From an optimization exercise on the open Yosys and OpenROAD flow, aimed at small area and a short achievable clock period; shortcuts taken in it are not production practice. RTL that was checked went through simulation tests only; none was proved equivalent to the original. Only the layout flow was run in runs 5 and 6; the RTL was not checked for function there. No activity file was given, so power comes from the tool's default toggle rates.

**flow/config.mk**
```make
export PLATFORM = sky130hd
export DESIGN_NAME = computation_module
export DESIGN_NICKNAME = computation_module
export VERILOG_FILES = /design/flow/design.v
export SDC_FILE = /design/flow/constraint.sdc
export NUM_CORES = 4
export LEC_CHECK = 0
export ABC_AREA = 1
export CAP_MARGIN = 20
export CORE_MARGIN = 2
export CORE_UTILIZATION = 60
export SETUP_SLACK_MARGIN = 5
export SLEW_MARGIN = 20
```
**flow/constraint.sdc**
```tcl
create_clock -name core_clock -period 11.0 [get_ports {clk}]
set_input_delay 2.2000 -clock core_clock [delete_from_list [all_inputs] [get_ports {clk}]]
set_output_delay 2.2000 -clock core_clock [all_outputs]
set_load 0.01 [all_outputs]
```
**flow/design.v**
```verilog
module mul8(a, b, p);
  input [7:0] a, b;
  output [7:0] p;
  assign p = a * b;
endmodule
module mul8cs(a, b, s, c);
  input [7:0] a, b;
  output [7:0] s, c;
  function [15:0] csa;   
    input [7:0] x, y, z;
    csa = {x ^ y ^ z, ((x & y) | (x & z) | (y & z)) << 1};
  endfunction
  wire [7:0] r0 = b[0] ? a : 8'd0;
  wire [7:0] r1 = b[1] ? {a[6:0], 1'b0} : 8'd0;
  wire [7:0] r2 = b[2] ? {a[5:0], 2'b0} : 8'd0;
  wire [7:0] r3 = b[3] ? {a[4:0], 3'b0} : 8'd0;
  wire [7:0] r4 = b[4] ? {a[3:0], 4'b0} : 8'd0;
  wire [7:0] r5 = b[5] ? {a[2:0], 5'b0} : 8'd0;
  wire [7:0] r6 = b[6] ? {a[1:0], 6'b0} : 8'd0;
  wire [7:0] r7 = b[7] ? {a[0], 7'b0} : 8'd0;
  wire [7:0] s1, c1, s2, c2, s3, c3, s4, c4, s5, c5;
  assign {s1, c1} = csa(r0, r1, r2);
  assign {s2, c2} = csa(r3, r4, r5);
  assign {s3, c3} = csa(r6, r7, s1);
  assign {s4, c4} = csa(c1, s2, c2);
  assign {s5, c5} = csa(s3, c3, s4);
  assign {s, c} = csa(s5, c5, c4);
endmodule
module vlate(a3, b31, x31, b32, x32, b33, s, c);
  input [7:0] a3, b31, x31, b32, x32, b33;
  output [7:0] s, c;
  function [15:0] csa;   
    input [7:0] x, y, z;
    csa = {x ^ y ^ z, ((x & y) | (x & z) | (y & z)) << 1};
  endfunction
  wire [7:0] r [0:23];
  genvar g;
  generate for (g = 0; g < 8; g = g + 1) begin: pp
    assign r[g]      = (a3  & {8{b31[g]}}) << g;
    assign r[g + 8]  = (x31 & {8{b32[g]}}) << g;
    assign r[g + 16] = (x32 & {8{b33[g]}}) << g;
  end endgenerate
  wire [7:0] l1 [0:15];
  generate for (g = 0; g < 8; g = g + 1) begin: L1
    assign {l1[2*g], l1[2*g+1]} = csa(r[3*g], r[3*g+1], r[3*g+2]);
  end endgenerate
  wire [7:0] l2 [0:10];
  generate for (g = 0; g < 5; g = g + 1) begin: L2
    assign {l2[2*g], l2[2*g+1]} = csa(l1[3*g], l1[3*g+1], l1[3*g+2]);
  end endgenerate
  assign l2[10] = l1[15];
  wire [7:0] l3 [0:7];
  generate for (g = 0; g < 3; g = g + 1) begin: L3
    assign {l3[2*g], l3[2*g+1]} = csa(l2[3*g], l2[3*g+1], l2[3*g+2]);
  end endgenerate
  assign l3[6] = l2[9]; assign l3[7] = l2[10];
  wire [7:0] l4 [0:5];
  generate for (g = 0; g < 2; g = g + 1) begin: L4
    assign {l4[2*g], l4[2*g+1]} = csa(l3[3*g], l3[3*g+1], l3[3*g+2]);
  end endgenerate
  assign l4[4] = l3[6]; assign l4[5] = l3[7];
  wire [7:0] l5 [0:3];
  generate for (g = 0; g < 2; g = g + 1) begin: L5
    assign {l5[2*g], l5[2*g+1]} = csa(l4[3*g], l4[3*g+1], l4[3*g+2]);
  end endgenerate
  wire [7:0] l6a, l6b;
  assign {l6a, l6b} = csa(l5[0], l5[1], l5[2]);
  assign {s, c} = csa(l6a, l6b, l5[3]);
endmodule
module sernext(p, a, b, y);
  input [7:0] p, a, b;
  output [7:0] y;
  assign y = p + a * b;
endmodule
module add3(x, y, z, o);
  input [7:0] x, y, z;
  output [7:0] o;
  function [15:0] csa;   
    input [7:0] x, y, z;
    csa = {x ^ y ^ z, ((x & y) | (x & z) | (y & z)) << 1};
  endfunction
  wire [7:0] s, c;
  assign {s, c} = csa(x, y, z);
  assign o = s + c;
endmodule
module sum9(v0, v1, v2, v3, v4, v5, v6, v7, v8, o);
  input [7:0] v0, v1, v2, v3, v4, v5, v6, v7, v8;
  output [7:0] o;
  function [15:0] csa;   
    input [7:0] x, y, z;
    csa = {x ^ y ^ z, ((x & y) | (x & z) | (y & z)) << 1};
  endfunction
  wire [7:0] s1, c1, s2, c2, s3, c3, s4, c4, s5, c5, s6, c6, s7, c7;
  assign {s1, c1} = csa(v0, v1, v2);
  assign {s2, c2} = csa(v3, v4, v5);
  assign {s3, c3} = csa(v6, v7, v8);
  assign {s4, c4} = csa(s1, c1, s2);
  assign {s5, c5} = csa(c2, s3, c3);
  assign {s6, c6} = csa(s4, c4, s5);
  assign {s7, c7} = csa(s6, c6, c5);
  assign o = s7 + c7;
endmodule
module red6(v0, v1, v2, v3, v4, v5, s, c);
  input [7:0] v0, v1, v2, v3, v4, v5;
  output [7:0] s, c;
  function [15:0] csa;   
    input [7:0] x, y, z;
    csa = {x ^ y ^ z, ((x & y) | (x & z) | (y & z)) << 1};
  endfunction
  wire [7:0] s1, c1, s2, c2, s3, c3;
  assign {s1, c1} = csa(v0, v1, v2);
  assign {s2, c2} = csa(v3, v4, v5);
  assign {s3, c3} = csa(s1, c1, s2);
  assign {s, c} = csa(s3, c3, c2);
endmodule
module computation_module(clk, rst, a_1, a_2, a_3, b_1, b_2, b_3, P1_en, P2_en, mux_reset, c_sel, sel_m, out);
  input clk, rst;
  input [7:0] a_1, a_2, a_3;
  input [7:0] b_1, b_2, b_3;
  input [1:0] sel_m;
  input mux_reset, P1_en;
  input [2:0] c_sel;
  input [1:0] P2_en;
  output reg [7:0] out;
  wire e_s = sel_m == 2'b01, e_3 = sel_m == 2'b10, e_2 = sel_m == 2'b11;
  reg [1:0] sd1, sd2, sd3;
  reg [7:0] X11, X12, X13, X21, X22, X23, X31, X32;
  reg [7:0] B11, B12, B13, B21, B22, B23, B31, B32, B33;
  reg [7:0] D11, D12, D21, D22;
  reg [7:0] PP21, PP22, PP23;
  reg [7:0] Rs, Q, Vs, Vc;
  reg [7:0] c0, c1, c2, c3, T;
  wire g3_1 = sd1 == 2'b10, g2_1 = sd1 == 2'b11;
  wire g3_2 = sd2 == 2'b10, g2_2 = sd2 == 2'b11;
  wire g3_3 = sd3 == 2'b10;
  wire [7:0] BB11 = g3_1 ? B11 : g2_1 ? D11 : 8'd0;
  wire [7:0] BB12 = g3_2 ? B12 : g2_2 ? D12 : 8'd0;
  wire [7:0] BB13 = g3_3 ? B13 : 8'd0;
  wire [7:0] BB21 = g3_1 ? B21 : g2_1 ? D21 : 8'd0;
  wire [7:0] BB22 = g3_2 ? B22 : g2_2 ? D22 : 8'd0;
  wire [7:0] BB23 = g3_3 ? B23 : 8'd0;
  wire [7:0] M11, M12, M13, M21s, M21c, M22s, M22c, M23s, M23c;
  mul8 u_m11(X11, BB11, M11);
  mul8 u_m12(X12, BB12, M12);
  mul8 u_m13(X13, BB13, M13);
  mul8cs u_m21(X21, BB21, M21s, M21c);
  mul8cs u_m22(X22, BB22, M22s, M22c);
  mul8cs u_m23(X23, BB23, M23s, M23c);
  wire [7:0] P3_21 = sd2[0] ? 8'd0 : PP21, P2_21 = sd2[0] ? PP21 : 8'd0;
  wire [7:0] P3_22 = sd3[0] ? 8'd0 : PP22, P2_22 = sd3[0] ? PP22 : 8'd0;
  wire [7:0] M3_21s = sd1[0] ? 8'd0 : M21s, M2_21s = sd1[0] ? M21s : 8'd0;
  wire [7:0] M3_21c = sd1[0] ? 8'd0 : M21c, M2_21c = sd1[0] ? M21c : 8'd0;
  wire [7:0] M3_22s = sd2[0] ? 8'd0 : M22s, M2_22s = sd2[0] ? M22s : 8'd0;
  wire [7:0] M3_22c = sd2[0] ? 8'd0 : M22c, M2_22c = sd2[0] ? M22c : 8'd0;
  wire [7:0] Qn, Ss, Sc;
  sum9 u_q(P3_21, P3_22, PP23, M3_21s, M3_21c, M3_22s, M3_22c, M23s, M23c, Qn);
  red6 u_s(P2_21, P2_22, M2_21s, M2_21c, M2_22s, M2_22c, Ss, Sc);
  wire [7:0] Bn31 = P1_en ? B21 : B31;
  wire [7:0] Bn32 = P1_en ? B22 : B32;
  wire [7:0] Bn33 = P1_en ? B23 : B33;
  wire [7:0] Bn31g = e_3 ? Bn31 : 8'd0;
  wire [7:0] X31g = g3_1 ? X31 : 8'd0;
  wire [7:0] X32g = g3_2 ? X32 : 8'd0;
  wire [7:0] Vsn, Vcn;
  vlate u_v(a_3, Bn31g, X31g, Bn32, X32g, Bn33, Vsn, Vcn);
  wire [7:0] b1s = e_s ? b_1 : 8'd0;
  wire [7:0] Rsn;
  sernext u_r(mux_reset ? 8'd0 : Rs, a_1, b1s, Rsn);
  reg [7:0] slot;
  always @(*) case (c_sel[1:0])
    2'd0: slot = c0; 2'd1: slot = c1; 2'd2: slot = c2; default: slot = c3;
  endcase
  wire [7:0] acc;
  add3 u_acc(slot, Ss, Sc, acc);
  always @(posedge clk or posedge rst) begin
    if (rst) begin
      sd1 <= 0; sd2 <= 0; sd3 <= 0;
      X11 <= 0; X12 <= 0; X13 <= 0; X21 <= 0; X22 <= 0; X23 <= 0; X31 <= 0; X32 <= 0;
      B11 <= 0; B12 <= 0; B13 <= 0; B21 <= 0; B22 <= 0; B23 <= 0; B31 <= 0; B32 <= 0; B33 <= 0;
      D11 <= 0; D12 <= 0; D21 <= 0; D22 <= 0;
      PP21 <= 0; PP22 <= 0; PP23 <= 0;
      Rs <= 0; Q <= 0; Vs <= 0; Vc <= 0;
      c0 <= 0; c1 <= 0; c2 <= 0; c3 <= 0; T <= 0;
    end else begin
      sd1 <= sel_m; sd2 <= sd1; sd3 <= sd2;
      X11 <= a_1; X12 <= X11; X13 <= X12;
      X21 <= a_2; X22 <= X21; X23 <= X22;
      X31 <= a_3; X32 <= X31;
      if (P1_en) begin
        B11 <= e_3 ? b_1 : 8'd0; B12 <= e_3 ? b_2 : 8'd0; B13 <= e_3 ? b_3 : 8'd0;
        B21 <= B11; B22 <= B12; B23 <= B13;
      end
      B31 <= Bn31; B32 <= Bn32; B33 <= Bn33;
      if (P2_en[0]) begin D11 <= e_2 ? b_1 : 8'd0; D12 <= e_2 ? b_2 : 8'd0; end
      if (P2_en[1]) begin D21 <= D11; D22 <= D12; end
      PP21 <= M11; PP22 <= M12; PP23 <= M13;
      Rs <= Rsn; Q <= Qn; Vs <= Vsn; Vc <= Vcn;
      if (c_sel[2]) begin
        T <= acc;
        case (c_sel[1:0])
          2'd0: c0 <= acc; 2'd1: c1 <= acc; 2'd2: c2 <= acc; default: c3 <= acc;
        endcase
      end else T <= 8'd0;
    end
  end
  wire [7:0] o3;
  add3 u_o3(Q, Vs, Vc, o3);
  always @(*) case (sel_m)
    2'b00: out = 8'd0;
    2'b01: out = Rs;
    2'b10: out = o3;
    default: out = T;
  endcase
endmodule
```
**flow/flow/run.sh**
```bash
#!/bin/bash
set -euo pipefail
cd "$(dirname "$0")/.."
bash standard.sh ADDER_MAP_FILE= "BUFFER_PORTS_ARGS=-buffer_cell sky130_fd_sc_hd__buf_4" finish > standard_flow.log 2>&1
```
**flow/standard.sh**
```bash
#!/bin/bash
# synth_recipe.tcl (not shown) runs the flow's synth.tcl, then flattens the netlist and writes it again
# the make line also repeats each setting of config.mk as NAME=value (left out here)
make -C /OpenROAD-flow-scripts/flow DESIGN_CONFIG=/design/flow/config.mk WORK_HOME=/design/flow/orfs CLKGATE_MAP_FILE= SYNTH_SCRIPT=/design/flow/synth_recipe.tcl "${@:-finish}"
```
==> results of run 1 <==
[power breakdown]
part	switching, µW	leakage (µW)	internal [µW]
sequential	96.4	0.00337	1120
clock	441	0.000479	572
combinational	797	0.00962	401
[area by class of cell]
type | count | share of cell area, %
clock buffer | 35 | 3.10
clock inverter | 20 | 0.707
inverter | 584 | 8.52
multi-input combinational | 3006 | 57.1
sequential | 267 | 25.8
tap | 525 | 2.54
timing repair buffer | 71 | 2.15
[per-stage QoR]
step	utilization (%)	std cells	hold slack, ps	area [µm²]
global placement	62.8	4453	362	24900
CTS	65.3	4508	383	25800
detailed placement	62.8	4453	369	24900
finish	65.4	4508	382	25900
global route	65.4	4508	390	25900
floorplan	-	3917	349	24000
[worst max-delay path, stage by stage]
cell	delay, ps
buf_4	150
inv_4	70
nand2_2	220
inv_4	450
nand3_1	270
o211ai_1	160
buf_4	150
[kinds of logic after synthesis]
logic type / after synthesis
compound gates: 388
xor+xnor: 265
fa+ha+maj: 2
buf+inv: 644
flops: 267
simple gates: 2351
[timing repair]
| item | 4_1_cts | 5_1_grt |
|---|---|---|
| gates resized for setup | 1 | 5 |
| gates cloned | 0 | 0 |
| setup endpoints to repair | 4 | 10 |
[path summary, 6_finish.rpt]
path / to / slack, ps / depth (start not counted)
setup / recovery: out[6] / 5110 / 7
setup reg to reg: Q[6] / 5390 / 28
max in group asynchronous: PP22[6] / 7130 / 4
hold / removal: X32[3] / 380 / 0
min in group asynchronous: X31[7] / 1660 / 2
hold reg to reg: X32[3] / 380 / 0
[cells in the mapped netlist, drive strengths merged]
library cell  number
a21boi            11
a21o               2
a21oi             76
a22o               4
a22oi              7
a31oi              4
and2               1
and3               3
buf               35
clkbuf            25
dfrtp            267
inv              584
maj3               2
nand2           1404
nand2b             2
nand3            417
nand3b            22
nand4             52
nor2             382
nor3              16
nor3b              2
nor4               2
o211ai             5
o21a               4
o21ai            221
o21bai             2
o221ai             3
o22ai             43
o31ai              5
o32ai              1
or2               42
or3                6
xnor2             94
xor2             171
[metal layers]
metal / up-vias / share of wire (%) / track usage (%)
li1: 12400 / - / -
met2: 806 / 45 / 55.6
met4: 0 / 4.5 / 14.3
met5: - / 0 / 0
met3: 167 / 6.4 / 3.59
met1: 11300 / 44 / 45.0
==> run summary, run 1 <==
max-cap viol count=0; final slew viol count=0; DRC=0; mux cell area share after synthesis=0%; minimum clock period=5890 ps; fill count=3741; vias=24700; Cell variety after synth=57; area grow syn2layout=7.87%; global-route wire length before repair=113 mm; initial antenna violation count=2; CTS tree=done; Synth top area share=27.9%; CTS clk-pin slew, worst paths=60 ps; Final ANT Viol Nets=0; adder-cell share of the synthesized area=0.0835%; Final nets=4020; # clock sinks=267; most frequent cells in the layout=1351 x nand2_1, 555 x inv_1, 388 x nand3_1; CP arrival=3690 ps; worst reg2reg path startpoint=sd3[0]; Design Power=3430 µW; Hold Path Class=reg2reg; largest net degree at the start of global routing=169; Setup TNS=0 ps; Initial Util=60.6%; critical path class=in2out; YS warnings=6; DR iter-0 viols=1739; Crit Path Max Fanout=34; via/cell ratio=5.47; Post-Place Worst Slack=4550 ps; total track usage=33.7%; final setup margin=5110 ps; Synth Instances=3917; TritonCTS Buffers=31; Leak=0.0135 µW; Max Clock Skew=15.1 ps; Worst Path Required=8800 ps; share of cells above drive strength 1=7.93%; Yosys top cell by area=dfrtp_1; Boundary Pins=67; clock buffer depth=3; largest family of logic cells by synthesized area=simple AND/OR/NAND/NOR gates; post-synthesis register bit count=267; Mapped Avg Cell Area=6.12 µm²; Die ar.=0.0416 mm²; maximum clock rate=170 MHz; chip height=204 µm; commonest non-fill, non-tap cell in the layout=nand2_1; power per cell area=133 mW/mm²; die width=204 µm; Buffers on Ports=66; synth top area cells=dfrtp_1 28%, nand2_1 21%, inv_1 8.7%; Crit. End Element=primary output; core footprint=0.0395 mm²; Rows=73; hold buffer count at CTS=0; CP startpoint kind=input pin; H-tree depth=1; hold wc startpoint=X31[3]; Final Hold Vio Count=0; Tcrit/Tclk final=53.5%; simple-gate share of the synthesized area=42.6%; worst slew pin tran=968 ps; Finish-stage setup viols=0; unrepaired setup endpoints after global routing=no; vias in the first global route=23100; status=no timing/DRC/antenna violations; drt first pass iters=6; ANT cells=0; CTS root buffer=clkbuf_16; Crit. Startpoint=sel_m[0]; Final Wtd Congestion=0.932; slew margin rel.=35.5%; Synth Area in XOR/XNOR=9.84%; clock latency on the worst-skew pair=580 ps; storage element area=0.00668 mm²; Setup Fix Bufs, Post-CTS=0; multi-input logic area=0.0148 mm²; maximum vdd drop=0.134 mV; grt ovf=0; Synth Area in Compound Gates=9.09%; register area share after synthesis=27.9%; hpwl dp=54.6 mm; Mapped Area=0.0240 mm²; final WL=69.2 mm; wire per inst=15.3 µm
==> run 2, diff against run 1 <==
==> flow/flow/run.sh (replaced) <==
#!/bin/bash
set -euo pipefail
cd "$(dirname "$0")/.."
bash standard.sh ADDER_MAP_FILE= SETUP_SLACK_MARGIN=5.8 "BUFFER_PORTS_ARGS=-buffer_cell sky130_fd_sc_hd__buf_4" finish > standard_flow.log 2>&1
--- a/flow/config.mk
+++ b/flow/config.mk
@@ -5,9 +5,8 @@
 export SDC_FILE = /design/flow/constraint.sdc
 export NUM_CORES = 4
 export LEC_CHECK = 0
-export ABC_AREA = 1
 export CAP_MARGIN = 20
 export CORE_MARGIN = 2
-export CORE_UTILIZATION = 60
-export SETUP_SLACK_MARGIN = 5
+export CORE_UTILIZATION = 40
 export SLEW_MARGIN = 20
+export SYNTH_HIERARCHICAL = 1
==> run summary, run 2 <==
hpwl dp=50.3 mm (-7.8%); Crit Path Max Fanout=25 (-26%); Cell variety after synth=103 (+81%); asr flop ratio synth=100% (unchanged); CTS tree=done; Design Power=4380 µW (+28%); Leak=0.0119 µW (-12%); WHS Path Cells=0 (unchanged); Tcrit/Tclk final=48.2% (-5.3 points); Hold EP=X32[6]; multi-input logic area=0.0187 mm² (+26%); Finish-stage setup viols=0 (unchanged); area grow syn2layout=17.4%; chip height=256 µm (+25%); dominant synthesized flop cell=dfrtp_1; commonest cells in the netlist=411 x nand2_1, 378 x xnor2_1, 270 x dfrtp_1; via/cell ratio=5.36 (-2.1%); drt first pass iters=5 (-1); max-cap viol count=0 (unchanged); total track usage=20.7% (-13 points); minimum clock period=5300 ps (-586 ps); final slew viol count=0 (unchanged); global-route wire length before repair=108 mm (-4.1%); largest net degree at the start of global routing=176 (+4.1%); hold wc startpoint=X31[6]; Rows=92 (+26%); register area share after synthesis=26.6% (-1.2 points); Mapped Area=0.0254 mm² (+5.8%); post-synthesis register bit count=270 (+1.1%); vias=19800 (-20%); CP arrival=5700 ps (+2010 ps); CTS clk-pin slew, worst paths=60 ps (about the same); reg2reg end=Q[7]; core footprint=0.0629 mm² (+59%); worst slew pin tran=948 ps (-20.0 ps); CP startpoint kind=flip-flop; synth top area cells=dfrtp_1 27%, xnor2_1 13%, nand2_1 6.1%; wire per inst=18.8 µm (+23%); Max Clock Skew=27.2 ps (+12.1 ps); DR iter-0 viols=1101 (-37%); Final Hold Vio Count=0 (unchanged); CTS root buffer=clkbuf_16; Mapped Avg Cell Area=9.35 µm² (+53%); storage element area=0.00677 mm² (+1.3%); # clock sinks=270 (+1.1%); fill count=5860 (+57%); Die ar.=0.0654 mm² (+57%); Synth top area share=26.6% (-1.2 points); slew margin rel.=36.7% (+1.2 points); commonest non-fill, non-tap cell in the layout=nand2_1; Worst Path Required=11400 ps (+2600 ps); TritonCTS Buffers=35 (+13%); unrepaired setup endpoints after global routing=yes; Boundary Pins=67 (unchanged); Initial Util=40.3% (-20 points); worst reg2reg path startpoint=sd1[0]; Buffers on Ports=66 (unchanged); power per cell area=147 mW/mm² (+11%); status=no timing/DRC/antenna violations; H-tree depth=2 (+1); critical path class=reg2reg; clock buffer depth=3 (unchanged); hold buffer count at CTS=0 (unchanged); vias in the first global route=19400 (-16%); Yosys top cell by area=dfrtp_1; final WL=69.6 mm (+0.70%); most frequent cells in the layout=396 x nand2_1, 327 x xnor2_1, 264 x dfrtp_1; Worst R2R Setup Slack=5700 ps (+310 ps); Hold Path Class=reg2reg; Setup TNS=0 ps (unchanged); grt ovf=0 (unchanged); Synth Instances=2712 (-31%); Final Wtd Congestion=0.879 (-5.7%); die width=256 µm (+25%); Crit. End Element=flip-flop; most frequent cell after synthesis=nand2_1; Final ANT Viol Nets=0 (unchanged); Final nets=2886 (-28%); maximum clock rate=189 MHz (+11%); R2R cell count=21 (-25%); clock latency on the worst-skew pair=550 ps (-30 ps); YS warnings=12 (+6); initial antenna violation count=2 (unchanged); share of cells above drive strength 1=25.1% (+17 points); DRC=0 (unchanged); EDFF count, synth=0 (unchanged); maximum vdd drop=0.105 mV (-22%)
==> run 2: cell types whose count changed after synthesis, sizes merged, moves of 45 or more <==
cell / change
and2: +145
buf: +63
inv: -520
maj3: +162
mux2: +106
nand2: -974
nand3: -384
nor2: -277
nor2b: +124
o21ai: -159
xnor2: +309
xnor3: +45
==> run 2: timing repair <==
item	CTS	global route
setup buffers	77	42
setup endpoints to repair	47	43
cloned	7	0
pin swaps	51	65
resized for setup	175	92
==> run 2: per-module statistics from Yosys (local to each module, per instance) <==
module / flip-flops and latches / area, µm²
computation_module: 270 / 10600
vlate: 0 / 3510
sum9: 0 / 1910
sernext: 0 / 1550
mul8: 0 / 1030
red6: 0 / 930
mul8cs: 0 / 875
add3: 0 / 569
==> run 2: final cells by class <==
cell class | count | area share [%]
flip-flops and latches | 270 | 22.7
well taps | 846 | 3.56
inverters | 64 | 0.820
multi-input cells | 2256 | 62.7
repair buffers | 200 | 6.26
diodes | 2 | 0.0168
clock buffers | 51 | 3.41
clock inverters | 10 | 0.471
==> run 2: kinds of logic (layout without fill, tap and decap cells) <==
family	Yosys count	after routing	share of synthesized area, %
fa+ha+maj	164	164	6.77
compound gates	353	353	9.66
mux	158	158	7.24
xor+xnor	613	613	26.7
other cells	5	19	0.0740
flops	270	270	26.6
buf+inv	199	325	4.23
simple gates	950	951	18.7
==> run 2: how the worst max path moves through the flow <==
stage / from / endpoint / slack [ps] / cells past startpoint
after floorplan: rst / B11[0] / 5230 / 1
after global placement: P1_en / Vc[7] / 4380 / 15
after detailed placement: P1_en / Vc[7] / 4290 / 15
after CTS: sd2[0] / Q[7] / 5720 / 19
after global routing: sd1[0] / Q[7] / 5500 / 20
final: sd1[0] / Q[7] / 5700 / 21
==> run 2: routing by layer <==
layer | vias up | GRT usage [%] | wire [µm]
met5 | - | 0 | 0
met1 | 9796 | 26.7 | 30200
met3 | 106 | 2.51 | 2940
li1 | 9478 | - | -
met4 | 0 | 5.78 | 1740
met2 | 431 | 36.6 | 34800
==> run 2: metrics by stage <==
stage	worst slack [ps]	hold WS, ps	instance area [µm²]	utilization, %	std cells
after floorplan	5230	346	25500	-	2724
after global placement	4380	350	26300	41.8	3509
after detailed placement	4290	353	26300	41.8	3509
after CTS	5720	363	29000	46.1	3654
after global routing	5500	376	29800	47.4	3699
final	5700	360	29800	47.4	3699
==> run 2: critical path, stage by stage (launching register included) <==
cell and delay (ps):
dfrtp_2 420, buf_12 180, mux2i_2 180, nor2b_4 220, buf_4 150, nand2_1 70
maj3_2 360, nor2_4 160, nor2b_4 60, xnor2_2 250, xnor2_2 170, nor2b_4 200
xnor3_1 350, xor3_2 290, maj3_2 350, maj3_2 330, a211o_1 300, a21oi_4 190
xnor2_4 180, mux2i_1 120, a31oi_1 150, or4b_1 440
==> run 2: power breakdown <==
group | internal [µW] | switching (µW)
clock | 695 | 464
combinational | 930 | 1010
sequential | 1150 | 127
total | 2780 | 1600
==> run 3, diff against run 2 <==
==> flow/flow/run.sh (replaced) <==
#!/bin/bash
set -euo pipefail
cd "$(dirname "$0")/.."
bash standard.sh ADDER_MAP_FILE= SETUP_SLACK_MARGIN=6.3 "BUFFER_PORTS_ARGS=-buffer_cell sky130_fd_sc_hd__buf_4" finish > standard_flow.log 2>&1
==> run summary, run 3 <==
Mapped Area=0.0254 mm² (unchanged); maximum clock rate=188 MHz (-0.19%); Cell variety after synth=103 (unchanged); synth top area cells=dfrtp_1 27%, xnor2_1 13%, nand2_1 6.1%; drt first pass iters=5 (unchanged); Design Power=4460 µW (+1.9%); adder-cell share of the synthesized area=6.77% (unchanged); share of cells above drive strength 1=27.6% (+2.5 points); worst reg2reg path startpoint=sd1[0]; commonest non-fill, non-tap cell in the layout=nand2_1; most frequent cells in the layout=397 x nand2_1, 309 x xnor2_1, 264 x dfrtp_1; DRC=0 (unchanged); commonest cells in the netlist=411 x nand2_1, 378 x xnor2_1, 270 x dfrtp_1; fill count=5881 (+0.36%); Hold EP=X32[6]; Final ANT Viol Nets=0 (unchanged); maximum vdd drop=0.132 mV (+26%); most frequent cell after synthesis=nand2_1; Crit. Startpoint=sd1[0]; Boundary Pins=67 (unchanged); asr flop ratio synth=100% (unchanged); Mapped Avg Cell Area=9.35 µm² (unchanged); CTS tree=done; Final nets=2903 (+0.59%); ANT cells=0 (-2); core footprint=0.0629 mm² (unchanged); Synth Area in Compound Gates=9.66% (unchanged); final slew viol count=0 (unchanged); mux cell area share after synthesis=7.24% (unchanged); final core occ=47.9% (+0.57 points); clock latency on the worst-skew pair=600 ps (+50 ps); hpwl dp=50.3 mm (about the same); Crit Path Max Fanout=8 (-68%); Hold Path Class=reg2reg; worst slew pin tran=979 ps (+31.1 ps); power per cell area=148 mW/mm² (+0.64%); Rows=92 (unchanged); Worst Hold Slack=363 ps (+2.95 ps); Synth top area share=26.6% (unchanged); chip height=256 µm (unchanged); Synth Instances=2712 (unchanged); register area share after synthesis=26.6% (unchanged); Yosys top cell by area=dfrtp_1; H-tree depth=1 (-1); CTS clk-pin slew, worst paths=60 ps (about the same); unrepaired setup endpoints after global routing=yes; Worst R2R Setup Slack=5690 ps (about the same); Synth Area in XOR/XNOR=26.7% (unchanged); critical path class=reg2reg; R2R cell count=20 (-4.8%); initial antenna violation count=2 (unchanged); CTS root buffer=clkbuf_16; Tcrit/Tclk final=48.3% (+0.090 points); final WL=70.1 mm (+0.68%); area grow syn2layout=18.8%; simple-gate share of the synthesized area=18.7% (unchanged); hold wc startpoint=X31[6]; Crit. End Element=flip-flop; vias=19900 (+0.51%); EDFF count, synth=0 (unchanged); global-route wire length before repair=108 mm (-0.36%); CP startpoint kind=flip-flop; Final Wtd Congestion=0.866 (-1.4%); clock buffer depth=3 (unchanged); Buffers on Ports=66 (unchanged); vias in the first global route=19400 (-0.14%); minimum clock period=5310 ps (+9.93 ps); # clock sinks=270 (unchanged); total track usage=20.5% (-0.24 points); largest net degree at the start of global routing=148 (-16%); post-synthesis register bit count=270 (unchanged); Leak=0.0120 µW (+1.1%); Final Cell Area=0.0301 mm² (+1.2%); Die ar.=0.0654 mm² (unchanged); largest family of logic cells by synthesized area=XOR/XNOR gates; slew margin rel.=34.6% (-2.1 points); dominant synthesized flop cell=dfrtp_1; max-cap viol count=0 (unchanged); TritonCTS Buffers=31 (-11%); Finish-stage setup viols=0 (unchanged); CP arrival=5780 ps (+80 ps); reg2reg end=Q[7]; Max Clock Skew=17.6 ps (-9.52 ps); status=no timing/DRC/antenna violations; Setup TNS=0 ps (unchanged); grt ovf=0 (unchanged); Final Hold Vio Count=0 (unchanged); placed cell area=0.0264 mm² (+0.60%); YS warnings=12 (unchanged); DR iter-0 viols=1284 (+17%); Initial Util=40.3% (unchanged); via/cell ratio=5.37 (+0.18%); wire per inst=18.9 µm (+0.35%); hold buffer count at CTS=0 (unchanged); WHS Path Cells=0 (unchanged); Worst Path Required=11470 ps (+70 ps); die width=256 µm (unchanged)
## run 3: changes by cell type in the layout (fill, tap and decap cells not counted), moves of 7 or more
cell | previous run | this run
xnor2_1 | 327 | 309
xnor2_4 | 6 | 14
and2_1 | 136 | 126
xnor3_1 | 30 | 23
xnor3_2 | 13 | 20
and2_4 | 7 | 16
buf_4 | 171 | 185
buf_6 | 11 | 19
xnor2_2 | 70 | 80
## run 3: repair_timing
item                                    in CTS  in global routing
gates resized for setup                    201                102
pin swaps                                   75                 69
endpoints found under the setup margin      59                 47
buffers inserted                            81                 59
hold endpoints to repair                     0                  0
gates cloned                                 9                  1
## run 3: metrics by stage
stage / instances / setup WS [ps]
detailed placement: 3507 / 4400
floorplan: 2724 / 5230
CTS: 3651 / 5720
global route: 3711 / 5490
global placement: 3507 / 4560
finish: 3711 / 5690
## run 3: critical path: stages, from the launching register on
cell and delay (ps):
dfrtp_2 420, buf_12 150, mux2i_1 130, nor2b_2 240, buf_4 170, nand2_2 70
maj3_2 360, xnor2_2 150, xnor2_2 280, xor2_2 190, nor2b_4 170, xor3_1 450
maj3_2 360, maj3_2 360, maj3_2 310, a211o_1 270, a21oi_2 180, xnor2_2 200
mux2i_1 140, a31oi_1 140, or4b_1 430
## run 3: layer usage
metal	global-route usage (%)	wire length, µm	vias to the layer above	part of all wire, %
met5	0	11	-	0.016
met4	5.15	1900	2	2.7
met3	2.52	2700	112	3.9
met2	36.2	35000	432	50
met1	26.6	30500	9882	44
li1	-	-	9484	-
## run 3: final cells by class
type / instances / area, µm² / share of cell area, %
clock inverters: 11 / 129 / 0.428
flip-flops and latches: 270 / 6770 / 22.5
well taps: 846 / 1060 / 3.51
repair buffers: 220 / 2010 / 6.68
multi-input cells: 2257 / 19100 / 63.3
clock buffers: 43 / 851 / 2.82
inverters: 64 / 244 / 0.810
## run 3: logic make-up (layout without fill, tap and decap cells)
logic type,after synthesis,count (layout)
mux,158,158
simple gates,950,952
fa+ha+maj,164,164
flops,270,270
other cells,5,17
buf+inv,199,338
xor+xnor,613,613
compound gates,353,353
## run 3: worst max-delay path by stage
stage / to / slack, ps / cells past startpoint
2_1_floorplan: B11[0] / 5230 / 1
3_3_place_gp: Vc[7] / 4560 / 13
3_5_place_dp: Vs[6] / 4400 / 14
4_1_cts: out[4] / 5720 / 4
5_1_grt: Q[7] / 5490 / 21
6_report: Q[7] / 5690 / 20
## run 3: modules after synthesis, one instance, submodules excluded
module / cell area [µm²] / flops+latches / cells inside
add3: 569 / 0 / 72
computation_module: 10600 / 270 / 788
mul8: 1030 / 0 / 135
mul8cs: 875 / 0 / 126
red6: 930 / 0 / 82
sernext: 1550 / 0 / 199
sum9: 1910 / 0 / 216
vlate: 3510 / 0 / 500
## run 3: where the power goes
part | internal (µW) | total, µW | switching [µW] | leakage [µW]
sequential | 1150 | 1280 | 126 | 0.00342
combinational | 1080 | 2170 | 1080 | 0.00810
clock | 585 | 1010 | 430 | 0.000476
total | 2820 | 4460 | 1640 | 0.0120
==> run 4, diff against run 3 <==
==> flow/flow/run.sh (replaced) <==
#!/bin/bash
set -euo pipefail
cd "$(dirname "$0")/.."
bash standard.sh ADDER_MAP_FILE= SETUP_SLACK_MARGIN=5.6 "BUFFER_PORTS_ARGS=-buffer_cell sky130_fd_sc_hd__buf_4" finish > standard_flow.log 2>&1
--- a/flow/config.mk
+++ b/flow/config.mk
@@ -5,8 +5,8 @@
 export SDC_FILE = /design/flow/constraint.sdc
 export NUM_CORES = 4
 export LEC_CHECK = 0
+export ABC_AREA = 1
 export CAP_MARGIN = 20
 export CORE_MARGIN = 2
-export CORE_UTILIZATION = 40
+export CORE_UTILIZATION = 60
 export SLEW_MARGIN = 20
-export SYNTH_HIERARCHICAL = 1
==> run summary, run 4 <==
simple-gate share of the synthesized area=42.6% (+24 points); max-cap viol count=0 (unchanged); Yosys top cell by area=dfrtp_1; R2R cell count=27 (+35%); Setup TNS=0 ps (unchanged); Final nets=4040 (+39%); Synth top area share=27.9% (+1.2 points); Final Hold Vio Count=0 (unchanged); share of cells above drive strength 1=9.09% (-19 points); CTS root buffer=clkbuf_16; area grow syn2layout=9.92%; initial antenna violation count=0 (-2); CP arrival=3230 ps (-2550 ps); worst slew pin tran=898 ps (-80.8 ps); vias=24900 (+25%); Leak=0.0137 µW (+14%); unrepaired setup endpoints after global routing=yes; Initial Util=60.6% (+20 points); hold buffer count at CTS=0 (unchanged); largest net degree at the start of global routing=154 (+4.1%); YS warnings=6 (-6); H-tree depth=1 (unchanged); Cell variety after synth=57 (-45%); Final Cell Area=0.0263 mm² (-13%); asr flop ratio synth=100% (unchanged); via/cell ratio=5.50 (+2.5%); DR iter-0 viols=1927 (+50%); Mapped Area=0.0240 mm² (-5.5%); adder-cell share of the synthesized area=0.0835% (-6.7 points); worst reg2reg path startpoint=sd3[0]; Synth Instances=3917 (+44%); Finish-stage setup viols=0 (unchanged); Worst R2R Setup Slack=6060 ps (+370 ps); Crit. Startpoint=Vs[4]; Worst Path Required=8800 ps (-2670 ps); largest family of logic cells by synthesized area=simple AND/OR/NAND/NOR gates; commonest non-fill, non-tap cell in the layout=nand2_1; final core occ=66.6% (+19 points); most frequent cell after synthesis=nand2_1; slew margin rel.=40.1% (+5.5 points); placed cell area=0.0249 mm² (-5.9%); dominant synthesized flop cell=dfrtp_1; Max Clock Skew=28.2 ps (+10.6 ps); minimum clock period=5430 ps (+116 ps); reg2reg end=Q[6]; Boundary Pins=67 (unchanged); mux cell area share after synthesis=0% (-7.2 points); fill count=3613 (-39%); Buffers on Ports=66 (unchanged); non-filler cells, final=4530 (+22%); status=no timing/DRC/antenna violations; maximum clock rate=184 MHz (-2.1%); CTS clk-pin slew, worst paths=60 ps (about the same); maximum vdd drop=0.123 mV (-6.9%); clock latency on the worst-skew pair=590 ps (about the same); ANT cells=0 (unchanged); die width=204 µm (-20%); Critical Path Sink=out[5]; global-route wire length before repair=115 mm (+6.1%); synth top area cells=dfrtp_1 28%, nand2_1 21%, inv_1 8.7%; Synth Area in Compound Gates=9.09% (-0.57 points); register area share after synthesis=27.9% (+1.2 points); Die ar.=0.0416 mm² (-36%); critical path class=reg2out; grt ovf=0 (unchanged); power per cell area=136 mW/mm² (-7.9%); CP startpoint kind=flip-flop; TritonCTS Buffers=31 (unchanged); vias in the first global route=23400 (+21%); Synth Area in XOR/XNOR=9.84% (-17 points); EDFF count, synth=0 (unchanged); Crit. End Element=primary output; clock buffer depth=3 (unchanged); hpwl dp=54.9 mm (+9.1%); # clock sinks=267 (-1.1%); final WL=71.3 mm (+1.7%); chip height=204 µm (-20%); core footprint=0.0395 mm² (-37%); total track usage=34.3% (+14 points); Final ANT Viol Nets=0 (unchanged); Placed Cells=4454 (+27%); DRC=0 (unchanged); most frequent cells in the layout=1342 x nand2_1, 554 x inv_1, 386 x nand3_1; wire per inst=15.7 µm (-17%); drt first pass iters=6 (+1); Mapped Avg Cell Area=6.12 µm² (-35%); Tcrit/Tclk final=49.4% (+1.1 points); Crit Path Max Fanout=3 (-5); Hold Path Class=reg2reg; CTS tree=done; Final Wtd Congestion=0.959 (+11%); final slew viol count=0 (unchanged); Rows=73 (-21%); post-synthesis register bit count=267 (-1.1%); commonest cells in the netlist=1351 x nand2_1, 556 x inv_1, 388 x nand3_1
-- run 4: changes by cell type in the layout (fill, tap and decap cells not counted), moves of 125 or more --
cell	change
nor2_1	+261
o21ai_0	+139
and2_1	-125
nand2_1	+945
nand3_1	+356
xnor2_1	-216
inv_1	+492
-- run 4: timing repair --
item	CTS	global route
buffers inserted	11	4
gates cloned	2	2
pin swaps	8	9
resized for setup	23	36
endpoints found under the setup margin	19	21
-- run 4: worst min path at each step --
stage	start	to	slack (ps)	cells past startpoint
after floorplan	X21[1]	X22[1]	350	0
after global placement	X31[4]	X32[4]	360	0
after detailed placement	X31[3]	X32[3]	370	0
after CTS	X31[3]	X32[3]	390	0
after global routing	X31[3]	X32[3]	400	0
final	X31[5]	X32[5]	390	0
-- run 4: power breakdown --
group | internal (µW) | switching [µW]
registers | 1120 | 100
clock network | 634 | 445
logic | 445 | 850
-- run 4: kinds of logic (layout without fill, tap and decap cells) --
logic type / count (synthesis) / after routing
AOI/OAI and AO/OA: 388 / 388
xor gates and xnor gates: 265 / 265
adders and majority gates: 2 / 2
buffers and inverters: 644 / 732
DFF: 267 / 267
and+or+nand+nor: 2351 / 2351
-- run 4: worst max-delay path, cell delays in order (launching register included) --
cell and delay (ps):
dfrtp_1 420, nor2_2 180, a21oi_2 60, o21ai_1 150, nand2_1 140, xor2_2 260
a21oi_4 60, a31oi_2 210, nor2_2 80, buf_4 140, buf_4 120, buf_4 130
buf_4 120, nor2_1 100, nand2_2 100, o211ai_1 190, buf_4 190
-- run 4: layout make-up --
cell class	count	area [µm²]	area share [%]
timing repair inverter	1	8.76	0.0332
clock buffer	40	840	3.19
clock inverter	17	211	0.803
inverter	584	2220	8.43
sequential	267	6680	25.4
timing repair buffer	90	792	3.01
multi-input combinational	3006	14900	56.7
tap	525	657	2.49
-- run 4: per-layer routing --
metal	share of wire, %	GRT usage (%)	routed length, µm
met1	42	43.5	29800
met2	46	58.0	32900
met3	6.6	4.16	4690
met4	5.5	17.1	3930
met5	0	0	0
-- run 4: through the flow --
stage	setup WS [ps]	hold WS, ps	total power, µW
finish	5570	386	3590
CTS	5610	386	3530
global route	5500	403	3810
detailed placement	4380	367	2410
global placement	4540	359	2370
floorplan	5270	349	2090
==> run 5, diff against run 4 <==
--- a/flow/design.v
+++ b/flow/design.v
@@ -1,31 +1,3 @@
-module mul8(a, b, p);
-  input [7:0] a, b;
-  output [7:0] p;
-  assign p = a * b;
-endmodule
-module mul8cs(a, b, s, c);
-  input [7:0] a, b;
-  output [7:0] s, c;
-  function [15:0] csa;   
-    input [7:0] x, y, z;
-    csa = {x ^ y ^ z, ((x & y) | (x & z) | (y & z)) << 1};
-  endfunction
-  wire [7:0] r0 = b[0] ? a : 8'd0;
-  wire [7:0] r1 = b[1] ? {a[6:0], 1'b0} : 8'd0;
-  wire [7:0] r2 = b[2] ? {a[5:0], 2'b0} : 8'd0;
-  wire [7:0] r3 = b[3] ? {a[4:0], 3'b0} : 8'd0;
-  wire [7:0] r4 = b[4] ? {a[3:0], 4'b0} : 8'd0;
-  wire [7:0] r5 = b[5] ? {a[2:0], 5'b0} : 8'd0;
-  wire [7:0] r6 = b[6] ? {a[1:0], 6'b0} : 8'd0;
-  wire [7:0] r7 = b[7] ? {a[0], 7'b0} : 8'd0;
-  wire [7:0] s1, c1, s2, c2, s3, c3, s4, c4, s5, c5;
-  assign {s1, c1} = csa(r0, r1, r2);
-  assign {s2, c2} = csa(r3, r4, r5);
-  assign {s3, c3} = csa(r6, r7, s1);
-  assign {s4, c4} = csa(c1, s2, c2);
-  assign {s5, c5} = csa(s3, c3, s4);
-  assign {s, c} = csa(s5, c5, c4);
-endmodule
 module vlate(a3, b31, x31, b32, x32, b33, s, c);
   input [7:0] a3, b31, x31, b32, x32, b33;
   output [7:0] s, c;
@@ -83,36 +55,6 @@
   assign {s, c} = csa(x, y, z);
   assign o = s + c;
 endmodule
-module sum9(v0, v1, v2, v3, v4, v5, v6, v7, v8, o);
-  input [7:0] v0, v1, v2, v3, v4, v5, v6, v7, v8;
-  output [7:0] o;
-  function [15:0] csa;   
-    input [7:0] x, y, z;
-    csa = {x ^ y ^ z, ((x & y) | (x & z) | (y & z)) << 1};
-  endfunction
-  wire [7:0] s1, c1, s2, c2, s3, c3, s4, c4, s5, c5, s6, c6, s7, c7;
-  assign {s1, c1} = csa(v0, v1, v2);
-  assign {s2, c2} = csa(v3, v4, v5);
-  assign {s3, c3} = csa(v6, v7, v8);
-  assign {s4, c4} = csa(s1, c1, s2);
-  assign {s5, c5} = csa(c2, s3, c3);
-  assign {s6, c6} = csa(s4, c4, s5);
-  assign {s7, c7} = csa(s6, c6, c5);
-  assign o = s7 + c7;
-endmodule
-module red6(v0, v1, v2, v3, v4, v5, s, c);
-  input [7:0] v0, v1, v2, v3, v4, v5;
-  output [7:0] s, c;
-  function [15:0] csa;   
-    input [7:0] x, y, z;
-    csa = {x ^ y ^ z, ((x & y) | (x & z) | (y & z)) << 1};
-  endfunction
-  wire [7:0] s1, c1, s2, c2, s3, c3;
-  assign {s1, c1} = csa(v0, v1, v2);
-  assign {s2, c2} = csa(v3, v4, v5);
-  assign {s3, c3} = csa(s1, c1, s2);
-  assign {s, c} = csa(s3, c3, c2);
-endmodule
 module computation_module(clk, rst, a_1, a_2, a_3, b_1, b_2, b_3, P1_en, P2_en, mux_reset, c_sel, sel_m, out);
   input clk, rst;
   input [7:0] a_1, a_2, a_3;
@@ -139,22 +81,14 @@
   wire [7:0] BB21 = g3_1 ? B21 : g2_1 ? D21 : 8'd0;
   wire [7:0] BB22 = g3_2 ? B22 : g2_2 ? D22 : 8'd0;
   wire [7:0] BB23 = g3_3 ? B23 : 8'd0;
-  wire [7:0] M11, M12, M13, M21s, M21c, M22s, M22c, M23s, M23c;
-  mul8 u_m11(X11, BB11, M11);
-  mul8 u_m12(X12, BB12, M12);
-  mul8 u_m13(X13, BB13, M13);
-  mul8cs u_m21(X21, BB21, M21s, M21c);
-  mul8cs u_m22(X22, BB22, M22s, M22c);
-  mul8cs u_m23(X23, BB23, M23s, M23c);
+  wire [7:0] M11 = X11 * BB11, M12 = X12 * BB12, M13 = X13 * BB13;
+  wire [7:0] M21 = X21 * BB21, M22 = X22 * BB22, M23 = X23 * BB23;
   wire [7:0] P3_21 = sd2[0] ? 8'd0 : PP21, P2_21 = sd2[0] ? PP21 : 8'd0;
   wire [7:0] P3_22 = sd3[0] ? 8'd0 : PP22, P2_22 = sd3[0] ? PP22 : 8'd0;
-  wire [7:0] M3_21s = sd1[0] ? 8'd0 : M21s, M2_21s = sd1[0] ? M21s : 8'd0;
-  wire [7:0] M3_21c = sd1[0] ? 8'd0 : M21c, M2_21c = sd1[0] ? M21c : 8'd0;
-  wire [7:0] M3_22s = sd2[0] ? 8'd0 : M22s, M2_22s = sd2[0] ? M22s : 8'd0;
-  wire [7:0] M3_22c = sd2[0] ? 8'd0 : M22c, M2_22c = sd2[0] ? M22c : 8'd0;
-  wire [7:0] Qn, Ss, Sc;
-  sum9 u_q(P3_21, P3_22, PP23, M3_21s, M3_21c, M3_22s, M3_22c, M23s, M23c, Qn);
-  red6 u_s(P2_21, P2_22, M2_21s, M2_21c, M2_22s, M2_22c, Ss, Sc);
+  wire [7:0] M3_21 = sd1[0] ? 8'd0 : M21, M2_21 = sd1[0] ? M21 : 8'd0;
+  wire [7:0] M3_22 = sd2[0] ? 8'd0 : M22, M2_22 = sd2[0] ? M22 : 8'd0;
+  wire [7:0] Qn = P3_21 + P3_22 + PP23 + M3_21 + M3_22 + M23;
+  wire [7:0] S = P2_21 + P2_22 + M2_21 + M2_22;
   wire [7:0] Bn31 = P1_en ? B21 : B31;
   wire [7:0] Bn32 = P1_en ? B22 : B32;
   wire [7:0] Bn33 = P1_en ? B23 : B33;
@@ -170,8 +104,7 @@
   always @(*) case (c_sel[1:0])
     2'd0: slot = c0; 2'd1: slot = c1; 2'd2: slot = c2; default: slot = c3;
   endcase
-  wire [7:0] acc;
-  add3 u_acc(slot, Ss, Sc, acc);
+  wire [7:0] acc = slot + S;
   always @(posedge clk or posedge rst) begin
     if (rst) begin
       sd1 <= 0; sd2 <= 0; sd3 <= 0;
==> flow/flow/run.sh (replaced) <==
#!/bin/bash
set -euo pipefail
cd "$(dirname "$0")/.."
bash standard.sh ADDER_MAP_FILE= "BUFFER_PORTS_ARGS=-buffer_cell sky130_fd_sc_hd__buf_4" finish > standard_flow.log 2>&1
--- a/flow/config.mk
+++ b/flow/config.mk
@@ -5,8 +5,9 @@
 export SDC_FILE = /design/flow/constraint.sdc
 export NUM_CORES = 4
 export LEC_CHECK = 0
-export ABC_AREA = 1
 export CAP_MARGIN = 20
 export CORE_MARGIN = 2
 export CORE_UTILIZATION = 60
+export SETUP_SLACK_MARGIN = 5
 export SLEW_MARGIN = 20
+export SYNTH_HIERARCHICAL = 1
==> run summary, run 5 <==
status=no timing/DRC/antenna violations; power per cell area=147 mW/mm² (+7.8%); Buffers on Ports=66 (unchanged); Mapped Avg Cell Area=8.43 µm² (+38%); final slew viol count=0 (unchanged); Mapped Area=0.0237 mm² (-0.92%); most frequent cells in the layout=519 x nand2_1, 421 x xnor2_1, 268 x dfrtp_1; Yosys top cell by area=dfrtp_1; clock buffer depth=3 (unchanged); Leak=0.00981 µW (-28%); Final nets=2861 (-29%); grt ovf=0 (unchanged); critical path class=in2reg; initial antenna violation count=1 (+1); Setup TNS=0 ps (unchanged); post-synthesis register bit count=270 (+1.1%); Cell variety after synth=96 (+68%); Die ar.=0.0412 mm² (-0.91%); CTS clk-pin slew, worst paths=60 ps (about the same); H-tree depth=2 (+1); Final Hold Vio Count=0 (unchanged); final core occ=66.0% (-0.57 points); Cell Chain, Critical Path=buf_4, nand2b_1, buf_4, nor2b_2, nand2_1, xor3_2, xor3_2, xnor2_1, xnor2_1, xor3_1, maj3_2, a2111oi_0, nor3b_1, nand3_1, xnor2_1; Boundary Pins=67 (unchanged); register area share after synthesis=28.5% (+0.58 points); Hold Path Class=reg2reg; DR iter-0 viols=1526 (-21%); Worst path most repeated cell=xnor2_1; mux cell area share after synthesis=6.81% (+6.8 points); ANT cells=0 (unchanged); CTS root buffer=clkbuf_16; maximum clock rate=168 MHz (-8.6%); core footprint=0.0388 mm² (-1.8%); asr flop ratio synth=100% (unchanged); total track usage=31.7% (-2.6 points); YS warnings=9 (+3); critical path's largest stage delay=480 ps (+60 ps); slew margin rel.=25.3% (-15 points); wire per inst=19.5 µm (+24%); Tcrit/Tclk final=54.0% (+4.6 points); largest net degree at the start of global routing=172 (+12%); # clock sinks=270 (+1.1%); Rows=72 (-1.4%); vias=19900 (-20%); Final ANT Viol Nets=0 (unchanged); chip height=203 µm (-0.45%); hpwl dp=49.3 mm (-10%); Final Cell Area=0.0256 mm² (-2.7%); CTS tree=done; die width=203 µm (-0.45%); clock latency on the worst-skew pair=550 ps (-40 ps); vias in the first global route=19000 (-19%); maximum vdd drop=0.121 mV (-1.8%); synth top area cells=dfrtp_1 28%, xnor2_1 16%, nand2_1 8.2%; DRC=0 (unchanged); global-route wire length before repair=103 mm (-9.9%); Synth Area in XOR/XNOR=24.5% (+15 points); Worst Path Required=11460 ps (+2660 ps); Crit Path Max Fanout=32 (+29); CP arrival=6400 ps (+3170 ps); share of cells above drive strength 1=10.6% (+1.5 points); minimum clock period=5940 ps (+510 ps); CP startpoint kind=input pin; Initial Util=61.2% (+0.56 points); placed cell area=0.0244 mm² (-1.8%); final WL=65.2 mm (-8.5%); worst slew pin tran=1120 ps (+220 ps); largest family of logic cells by synthesized area=XOR/XNOR gates; max-cap viol count=0 (unchanged); via/cell ratio=5.96 (+8.3%); Synth top area share=28.5% (+0.58 points); Finish-stage setup viols=0 (unchanged); TritonCTS Buffers=34 (+9.7%); unrepaired setup endpoints after global routing=yes; slowest CP cell=a2111oi_0; hold buffer count at CTS=0 (unchanged); simple-gate share of the synthesized area=18.9% (-24 points); commonest cells in the netlist=519 x nand2_1, 421 x xnor2_1, 270 x dfrtp_1; adder-cell share of the synthesized area=4.78% (+4.7 points); Max Clock Skew=30.6 ps (+2.35 ps); EDFF count, synth=0 (unchanged); Crit. End Element=flip-flop; Synth Area in Compound Gates=12.5% (+3.4 points); dominant synthesized flop cell=dfrtp_1; Synth Instances=2816 (-28%); commonest non-fill, non-tap cell in the layout=nand2_1; Final Wtd Congestion=0.919 (-4.1%); drt first pass iters=6 (unchanged); most frequent cell after synthesis=nand2_1; area grow syn2layout=7.99%
==> run 5: final cells by class <==
class	count	area, µm²
clock inverters	12	179
clock buffers	46	1020
multi-input cells	2322	16100
repair buffers	76	591
flip-flops and latches	270	6760
inverters	98	372
fillers	3243	13200
well taps	518	648
==> run 5: Yosys stat by module (local to each module, per instance) <==
module	cells inside	times used
vlate	500	1
computation_module	2049	1
add3	72	1
sernext	195	1
==> run 5: path summary, 6_finish.rpt <==
kind,startpoint,end,slack [ps],cells after the start
max,sel_m[0],Vs[7],5060,15
min,X31[5],X32[5],380,0
max reg2reg,sd1[0],Q[7],5190,17
min reg2reg,X31[5],X32[5],380,0
max in group asynchronous,rst,PP21[2],7410,4
min in group asynchronous,rst,PP23[5],1700,2
==> run 5: critical path, delay by kind of cell <==
kind	cells	cell delay (ps)
fa+ha+maj	1	380
compound gates	1	480
buf+inv	2	460
simple gates	5	900
xor+xnor	6	1980
==> run 5: timing repair <==
action,CTS,global route
gates resized for setup,3,5
buffers inserted,0,0
gates cloned,0,0
endpoints found under the setup margin,5,6
==> run 5: routing by layer <==
metal / global-route usage [%] / up-vias / part of all wire (%)
met4: 10.1 / 0 / 2.8
met2: 52.1 / 564 / 47
li1: - / 9506 / -
met1: 43.8 / 9768 / 45
met5: 0 / - / 0
met3: 3.92 / 85 / 5.5
==> run 5: where the power goes <==
part	switching (µW)	internal, µW
clock network	449	742
logic	750	556
registers	137	1140
==> run 5: per-stage QoR <==
step / total power, µW / std cells / hold WS (ps) / setup slack (ps)
6_report: 3770 / 3342 / 376 / 5060
5_1_grt: 3950 / 3342 / 392 / 4920
4_1_cts: 3780 / 3342 / 375 / 5040
3_5_place_dp: 2570 / 3284 / 366 / 4260
3_3_place_gp: 2540 / 3284 / 350 / 4400
2_1_floorplan: 2210 / 2818 / 346 / 5000
==> run 5: cells by family after synthesis <==
group,Yosys count
other,1
buffers and inverters,226
AOI/OAI and AO/OA,466
DFF,270
and+or+nand+nor,999
muxes,137
adders and majority gates,111
xor gates and xnor gates,606
==> run 6, diff against run 5 <==
--- a/flow/design.v
+++ b/flow/design.v
@@ -69,7 +69,7 @@
   reg [7:0] X11, X12, X13, X21, X22, X23, X31, X32;
   reg [7:0] B11, B12, B13, B21, B22, B23, B31, B32, B33;
   reg [7:0] D11, D12, D21, D22;
-  reg [7:0] PP21, PP22, PP23;
+  reg [7:0] PPQ, PPS;
   reg [7:0] Rs, Q, Vs, Vc;
   reg [7:0] c0, c1, c2, c3, T;
   wire g3_1 = sd1 == 2'b10, g2_1 = sd1 == 2'b11;
@@ -83,12 +83,14 @@
   wire [7:0] BB23 = g3_3 ? B23 : 8'd0;
   wire [7:0] M11 = X11 * BB11, M12 = X12 * BB12, M13 = X13 * BB13;
   wire [7:0] M21 = X21 * BB21, M22 = X22 * BB22, M23 = X23 * BB23;
-  wire [7:0] P3_21 = sd2[0] ? 8'd0 : PP21, P2_21 = sd2[0] ? PP21 : 8'd0;
-  wire [7:0] P3_22 = sd3[0] ? 8'd0 : PP22, P2_22 = sd3[0] ? PP22 : 8'd0;
+  wire [7:0] M3_11 = sd1[0] ? 8'd0 : M11, M2_11 = sd1[0] ? M11 : 8'd0;
+  wire [7:0] M3_12 = sd2[0] ? 8'd0 : M12, M2_12 = sd2[0] ? M12 : 8'd0;
   wire [7:0] M3_21 = sd1[0] ? 8'd0 : M21, M2_21 = sd1[0] ? M21 : 8'd0;
   wire [7:0] M3_22 = sd2[0] ? 8'd0 : M22, M2_22 = sd2[0] ? M22 : 8'd0;
-  wire [7:0] Qn = P3_21 + P3_22 + PP23 + M3_21 + M3_22 + M23;
-  wire [7:0] S = P2_21 + P2_22 + M2_21 + M2_22;
+  wire [7:0] PPQn = M3_11 + M3_12 + M13;
+  wire [7:0] PPSn = M2_11 + M2_12;
+  wire [7:0] Qn = PPQ + M3_21 + M3_22 + M23;
+  wire [7:0] S = PPS + M2_21 + M2_22;
   wire [7:0] Bn31 = P1_en ? B21 : B31;
   wire [7:0] Bn32 = P1_en ? B22 : B32;
   wire [7:0] Bn33 = P1_en ? B23 : B33;
@@ -111,7 +113,7 @@
       X11 <= 0; X12 <= 0; X13 <= 0; X21 <= 0; X22 <= 0; X23 <= 0; X31 <= 0; X32 <= 0;
       B11 <= 0; B12 <= 0; B13 <= 0; B21 <= 0; B22 <= 0; B23 <= 0; B31 <= 0; B32 <= 0; B33 <= 0;
       D11 <= 0; D12 <= 0; D21 <= 0; D22 <= 0;
-      PP21 <= 0; PP22 <= 0; PP23 <= 0;
+      PPQ <= 0; PPS <= 0;
       Rs <= 0; Q <= 0; Vs <= 0; Vc <= 0;
       c0 <= 0; c1 <= 0; c2 <= 0; c3 <= 0; T <= 0;
     end else begin
@@ -126,7 +128,7 @@
       B31 <= Bn31; B32 <= Bn32; B33 <= Bn33;
       if (P2_en[0]) begin D11 <= e_2 ? b_1 : 8'd0; D12 <= e_2 ? b_2 : 8'd0; end
       if (P2_en[1]) begin D21 <= D11; D22 <= D12; end
-      PP21 <= M11; PP22 <= M12; PP23 <= M13;
+      PPQ <= PPQn; PPS <= PPSn;
       Rs <= Rsn; Q <= Qn; Vs <= Vsn; Vc <= Vcn;
       if (c_sel[2]) begin
         T <= acc;
--- a/flow/config.mk
+++ b/flow/config.mk
@@ -5,9 +5,9 @@
 export SDC_FILE = /design/flow/constraint.sdc
 export NUM_CORES = 4
 export LEC_CHECK = 0
+export ABC_AREA = 1
 export CAP_MARGIN = 20
 export CORE_MARGIN = 2
 export CORE_UTILIZATION = 60
 export SETUP_SLACK_MARGIN = 5
 export SLEW_MARGIN = 20
-export SYNTH_HIERARCHICAL = 1
==> run summary, run 6 <==
Reg power frac=36.3% (+2.5 points); grt peak-use layer=met2; core footprint=0.0378 mm² (-2.8%); most frequent cell after synthesis=nand2_1; max-cap viol count=0 (unchanged); most frequent cells in the layout=1130 x nand2_1, 568 x inv_1, 393 x nor2_1; slew margin rel.=31.3% (+6.0 points); # clock sinks=259 (-4.1%); unrepaired setup endpoints after global routing=no; CTS root buffer=clkbuf_16; Max Clock Skew=12.8 ps (-17.7 ps); largest net degree at the start of global routing=184 (+7.0%); status=no timing/DRC/antenna violations; register area share after synthesis=28.1% (-0.30 points); met2 track demand over resource=56.4% (+4.3 points); CP startpoint kind=input pin; clock share of power=27.9% (-3.7 points); DR iter-0 viols=1558 (+2.1%); Initial Util=61.0% (-0.17 points); clock latency on the worst-skew pair=580 ps (+30 ps); CTS tree=done; Crit. End Element=primary output; vias in the first global route=21500 (+13%); Rows=71 (-1.4%); Leak=0.0126 µW (+28%); final slew viol count=0 (unchanged); fill count=3511 (+8.3%); share of cells above drive strength 1=8.41% (-2.2 points); YS warnings=3 (-6); non-filler cells, final=4282 (+28%); chip height=200 µm (-1.5%); post-synthesis register bit count=259 (-4.1%); TritonCTS Buffers=29 (-15%); placed cell area=0.0239 mm² (-2.0%); clock buffer depth=3 (unchanged); Worst Path Required=8800 ps (-2660 ps); Hold Path Class=reg2reg; Net Sw Frac=38.9% (+3.4 points); hpwl dp=51.3 mm (+4.0%); Crit Path Max Fanout=24 (-25%); Cell variety after synth=64 (-33%); storage element area=0.00648 mm² (-4.1%); M3 GR Usage=4.07% (+0.15 points); initial antenna violation count=1 (unchanged); combinational fraction of design power=35.8% (+1.2 points); Yosys top cell by area=dfrtp_1; grt ovf=0 (unchanged); Boundary Pins=67 (unchanged); synth top area cells=dfrtp_1 28%, nand2_1 18%, inv_1 9.3%; H-tree depth=1 (-1); Tcrit/Tclk final=52.8% (-1.2 points); Placed Cells=4229 (+29%); internal power=1980 µW (-19%); vias=23100 (+16%); Synth Instances=3700 (+31%); CP top delay family=buffers and inverters; Mapped Avg Cell Area=6.22 µm² (-26%); slowest CP cell=inv_1; commonest non-fill, non-tap cell in the layout=nand2_1; CTS clk-pin slew, worst paths=60 ps (about the same); maximum clock rate=172 MHz (+2.3%); total track usage=33.0% (+1.3 points); Final nets=3811 (+33%); Finish-stage setup viols=0 (unchanged); Final Wtd Congestion=0.974 (+6.0%); asr flop ratio synth=100% (unchanged); final setup margin=5200 ps (+134 ps); drt first pass iters=8 (+2); Bufs and invs on worst path=3 (+1); dominant synthesized flop cell=dfrtp_1; Die ar.=0.0400 mm² (-3.0%); maximum vdd drop=0.175 mV (+45%); M1 GR Usage=43.0% (-0.78 points); multi-input logic area=0.0140 mm² (-13%); critical path class=in2out; Synth top area share=28.1% (-0.30 points); power per cell area=130 mW/mm² (-11%); Setup TNS=0 ps (unchanged); Mapped Area=0.0230 mm² (-3.0%); die width=200 µm (-1.5%); via/cell ratio=5.40 (-9.4%); Final Cell Area=0.0249 mm² (-3.0%); critical path's largest stage delay=610 ps (+130 ps); Cell Chain, Critical Path=buf_4, nand2_1, inv_1, nand2_1, o221ai_1, buf_4; commonest cells in the netlist=1131 x nand2_1, 569 x inv_1, 393 x nor2_1; global-route wire length before repair=105 mm (+1.6%); EDFF count, synth=0 (unchanged); P_sw=1260 µW (-5.7%); Post-Place Worst Slack=4330 ps (+72.0 ps); area grow syn2layout=7.98% (about the same); worst slew pin tran=1030 ps (-87.6 ps); DRC=0 (unchanged); Final Hold Vio Count=0 (unchanged); minimum clock period=5800 ps (-134 ps); Buffers on Ports=66 (unchanged); hold buffer count at CTS=0 (unchanged); wire per inst=15.1 µm (-23%); CP arrival=3600 ps (-2800 ps); final WL=64.8 mm (-0.71%); Final ANT Viol Nets=0 (unchanged)
run 6: cell count changes in the layout (fill, tap and decap cells not counted), moves of 81 or more:
cell and delta:
xnor2_1 -328, nand2_1 +611, nand3_1 +248, maj3_1 -91, mux2_2 -81, inv_1 +473, nor2_1 +228
run 6: worst paths after layout:
| check | cells past startpoint | slack, ps | start | endpoint |
|---|---|---|---|---|
| max | 6 | 5200 | sel_m[0] | out[7] |
| min | 0 | 370 | X31[2] | X32[2] |
| max reg2reg | 35 | 5590 | sd1[0] | T[7] |
| min reg2reg | 0 | 370 | X31[2] | X32[2] |
| max in group asynchronous | 4 | 7360 | rst | B22[0] |
| min in group asynchronous | 3 | 1890 | rst | B33[0] |
run 6: metal layers:
metal | wire length, µm | share of wire, %
met3 | 3950 | 6.1
met1 | 28300 | 44
met4 | 2440 | 3.8
met2 | 30100 | 46
met5 | 0 | 0
run 6: cell families (layout without fill, tap and decap cells):
kind of cell	Yosys count	after routing	share of synthesized area [%]
and+or+nand+nor	2080	2081	39.2
buffers and inverters	669	737	11.3
AOI/OAI and AO/OA	413	413	10.4
xor gates and xnor gates	272	272	10.7
DFF	259	259	28.1
adders and majority gates	7	7	0.326
other	0	2	0
run 6: power by group through the flow:
stage / logic, µW / clock network (µW) / registers (µW)
after floorplan: 848 / 0 / 1150
after global placement: 1100 / 0 / 1190
after detailed placement: 1130 / 0 / 1190
after CTS: 1140 / 917 / 1180
after global routing: 1300 / 954 / 1190
final: 1160 / 905 / 1180
run 6: layout make-up:
type	count	share of cell area, %
repair buffers	73	2.35
clock buffers	36	3.19
multi-input cells	2773	56.1
inverters	616	9.37
diodes	2	0.0201
clock inverters	12	0.302
flip-flops and latches	259	26.1
well taps	511	2.57
run 6: per-stage QoR:
step / hold slack (ps) / total power (µW) / utilization (%)
5_1_grt: 392 / 3440 / 65.8
4_1_cts: 373 / 3240 / 65.7
6_report: 373 / 3240 / 65.9
3_5_place_dp: 360 / 2320 / 63.4
3_3_place_gp: 359 / 2290 / 63.4
2_1_floorplan: 352 / 2000 / -
run 6: worst reg2reg max path: cells and delay by family (launching register included):
kind | cells | cell delay [ps]
compound gates | 1 | 650
simple gates | 28 | 3270
flops | 1 | 360
buf+inv | 6 | 1010
run 6: repair_timing:
action,4_1_cts,5_1_grt
pin swaps,1,1
endpoints found under the setup margin,1,10
hold endpoints to repair,0,0
buffers inserted,0,2
gates resized for setup,1,7
gates cloned,1,0

-- static timing again, ports no longer ideal --
In the flow no input, the clock included, has a driving cell. The finished layouts below were timed again as built, in two steps. Step 1 (the two cells are an assumption about what drives the block):
set clk [get_ports {clk}]
set_driving_cell -lib_cell sky130_fd_sc_hd__clkbuf_16 $clk
set_driving_cell -lib_cell sky130_fd_sc_hd__buf_2 [delete_from_list [all_inputs] $clk]
Step 2 adds t to the input delays and takes it off the output delays; t is the mean of the earliest and latest rising clock arrival at the registers after step 1. Input paths then give back, and output paths get back, about the clock's delay inside the block. Slacks: ideal / step 1 / step 2; pairs: ideal / step 1.
run	t (ns)	setup slack, ns	worst register clock-pin slew, ns
run 1	0.629	5.110 / 5.084 / 4.852	0.07 / 0.07
run 2	0.600	5.696 / 5.525 / 5.067	0.06 / 0.06
run 3	0.652	5.686 / 5.477 / 5.047	0.06 / 0.06
run 4	0.635	5.571 / 5.512 / 5.287	0.07 / 0.07
run 5	0.589	5.061 / 5.095 / 4.506	0.06 / 0.06
run 6	0.627	5.195 / 5.171 / 4.753	0.07 / 0.07
After both steps setup and hold are still met in every run listed. The setup slack of run 3, which loses most, moves by -0.209 ns with the drivers and by -0.639 ns with both steps.
